This design comes from an exercise in tuning for small area, a short achievable clock period and few clock cycles per item on the open sky130 flow, not from production work.
Function was checked by simulation only, so behaviour that the tests miss may differ from the original.
Power and IR drop assume default switching activity.

## action_config
module action_config
#(parameter
    C_S_AXI_ADDR_WIDTH = 16,
    C_S_AXI_DATA_WIDTH = 32
)(
    input                                   clk                   ,
    input                                   resetn                 ,
    input  wire [C_S_AXI_ADDR_WIDTH-1:0]   s_axi_AWADDR,
    input  wire                            s_axi_AWVALID,
    output wire                            s_axi_AWREADY,
    input  wire [C_S_AXI_DATA_WIDTH-1:0]   s_axi_WDATA,
    input  wire [C_S_AXI_DATA_WIDTH/8-1:0] s_axi_WSTRB,
    input  wire                            s_axi_WVALID,
    output wire                            s_axi_WREADY,
    output wire [1:0]                      s_axi_BRESP,
    output wire                            s_axi_BVALID,
    input  wire                            s_axi_BREADY,
    input  wire [C_S_AXI_ADDR_WIDTH-1:0]   s_axi_ARADDR,
    input  wire                            s_axi_ARVALID,
    output wire                            s_axi_ARREADY,
    output wire [C_S_AXI_DATA_WIDTH-1:0]   s_axi_RDATA,
    output wire [1:0]                      s_axi_RRESP,
    output wire                            s_axi_RVALID,
    input  wire                            s_axi_RREADY,
    output reg [31:0]                      data_collection_mode     ,
    output reg [47:0]                      fpga_mac_addr            ,
    output reg [31:0]                      fpga_ipv4_addr           ,
    output reg [31:0]                      one_over_energy          ,
    output reg [31:0]                      frames_per_trigger       ,
    output reg [7:0]                       nmodules                 ,
    output reg [3:0]                       nstorage_cells           ,
  ...
Size: about 670 flip-flops, about 740 I/O pins, about 26000 um2 of cells after synthesis.
==> flow/config.mk <==
export PLATFORM = sky130hd
export DESIGN_NAME = action_config
export DESIGN_NICKNAME = action_config
export VERILOG_FILES = /design/flow/design.v
export SDC_FILE = /design/flow/constraint.sdc
export NUM_CORES = 4
export LEC_CHECK = 0
export CAP_MARGIN = 20
export CORE_MARGIN = 2
export CORE_UTILIZATION = 50
export PLACE_DENSITY = 0.75
export SETUP_SLACK_MARGIN = 2.0
export SLEW_MARGIN = 60
export TNS_END_PERCENT = 0
==> flow/constraint.sdc <==
create_clock -name core_clock -period 4.0 [get_ports {clk}]
set_input_delay 0.8000 -clock core_clock [delete_from_list [all_inputs] [get_ports {clk}]]
set_output_delay 0.8000 -clock core_clock [all_outputs]
set_load 0.01 [all_outputs]
standard.sh (not shown) runs the stock make flow with config.mk's settings and CLKGATE_MAP_FILE= SYNTH_SCRIPT=/design/flow/synth_recipe.tcl, a recipe that flattens the netlist after the stock synthesis.
==> flow/flow/run.sh <==
#!/bin/bash
# Standard ORFS flow, with small port buffers, large clock sink clusters and no CTS dummy loads.
set -e
export BUFFER_PORTS_ARGS="-buffer_cell sky130_fd_sc_hd__buf_1"
export CTS_ARGS="-sink_clustering_enable -repair_clock_nets -dont_use_dummy_load -sink_clustering_size 16 -sink_clustering_max_diameter 60 -root_buf sky130_fd_sc_hd__clkbuf_16 -buf_list sky130_fd_sc_hd__clkbuf_8"
bash standard.sh > standard.log 2>&1
Testbench counts at the start, summed over its fixed seeds: cycles 2,995, transactions 4,800.
Next try:
--- a/flow/design.v
+++ b/flow/design.v
@@ -86,34 +86,41 @@
     reg        idle_r;
     reg        rst_d;          
     reg        st1, st2n, al1, al2, fcs1, fcs2, fcs_ever, busy1, busy2n;
     reg [6:0]  temp_r, maxtemp;
     reg        trip_r, trip_ever, modprs_r;
     reg [17:0] fifo_r;
     reg [3:0]  hwerr;
     reg [63:0] c_shost, c_shbm, c_pproc, c_peth, c_picmp, c_pudp;
     reg        v_shost, v_shbm, v_pproc, v_peth, v_picmp, v_pudp;
-    wire wr_ok = (bcnt != 2'd3);
+    reg  wok_r, cok_r;
+    wire wr_ok = wok_r;
     assign s_axi_AWREADY = wr_ok & s_axi_WVALID;
     assign s_axi_WREADY  = wr_ok & s_axi_AWVALID;
     assign s_axi_BVALID  = (bcnt != 2'd0);
     assign s_axi_BRESP   = 2'b00;
     wire wr = s_axi_AWVALID & s_axi_WVALID & wr_ok;
     wire b_hs = s_axi_BVALID & s_axi_BREADY;
-    always @(posedge clk) begin
-        if (!resetn)
-            bcnt <= 2'd0;
-        else
-            bcnt <= bcnt + {1'b0, wr} - {1'b0, b_hs};
+    wire [1:0] n_bcnt = bcnt + {1'b0, wr} - {1'b0, b_hs};
+    always @(posedge clk) begin
+        if (!resetn) begin
+            bcnt  <= 2'd0;
+            wok_r <= 1'b1;
+            cok_r <= 1'b1;
+        end else begin
+            bcnt  <= n_bcnt;
+            wok_r <= (n_bcnt != 2'd3);
+            cok_r <= (n_bcnt != 2'd3) & data_collection_idle;
+        end
     end
     wire aw_hi0 = (s_axi_AWADDR[15:7] == 9'd0) && (s_axi_AWADDR[1:0] == 2'd0);
     wire w_ap   = wr && aw_hi0 && (s_axi_AWADDR[6:2] == 5'd0);
-    wire w_cfg  = wr && aw_hi0 && (s_axi_AWADDR[6:5] == 2'b11) && idle_r;
+    wire w_cfg  = s_axi_AWVALID && s_axi_WVALID && cok_r && aw_hi0 && (s_axi_AWADDR[6:5] == 2'b11);
     wire [2:0] w_idx = s_axi_AWADDR[4:2];
     wire [31:0] wd = s_axi_WDATA & {32{resetn}};
     wire [7:0]  w_sel = {8{w_cfg}} & (8'd1 << w_idx);
     wire [3:0] be_maclo  = ({4{w_sel[0]}} & s_axi_WSTRB) | {4{~resetn}};
     wire [3:0] be_machi  = ({4{w_sel[1]}} & s_axi_WSTRB) | {4{~resetn}};
     wire [3:0] be_ipv4   = ({4{w_sel[2]}} & s_axi_WSTRB) | {4{~resetn}};
     wire [3:0] be_nmod   = ({4{w_sel[3]}} & s_axi_WSTRB) | {4{~resetn}};
     wire [3:0] be_mode   = ({4{w_sel[4]}} & s_axi_WSTRB) | {4{~resetn}};
     wire [3:0] be_energy = ({4{w_sel[5]}} & s_axi_WSTRB) | {4{~resetn}};
=>
- The changed run went through all stages and came out clean
- final area is lower slightly
- final cell count is lower by a few percent
- core utilization is lower by 2.2 points
- hold slack improves by 0.018 ns
- combinational power barely changes
- routed wire length is higher by a few percent
- via count is about the same
Testbench counts after the change, summed over its fixed seeds: cycles 2,995, transactions 4,800.

[afterwards: timing with drivers on the ports]
No port has a modelled driver above. Below, the same layouts with a new extraction and two added sets of constraints.
Step 1: set_driving_cell puts a clkbuf_16 on clk and a buf_2 on each other input, an assumption about the parent block.
Step 2 times the ports against the registers' clock, not the clock port: input delays grow and output delays shrink by t, the midpoint of the rising clock arrivals with the driver on.
Slacks: no drivers / after step 1 / after step 2; pairs: no drivers / after step 1.
run | t, ns | setup WS [ns] | clock arrival spread, ns
the first run | 0.619 | 1.841 / 1.752 / 1.132 | 0.080 / 0.079
the second run | 0.623 | 1.908 / 1.788 / 1.165 | 0.063 / 0.063
After both steps every run listed still meets setup and hold. For the second run, which loses most, drivers alone change the setup slack by -0.120 ns; drivers and shift together by -0.743 ns.
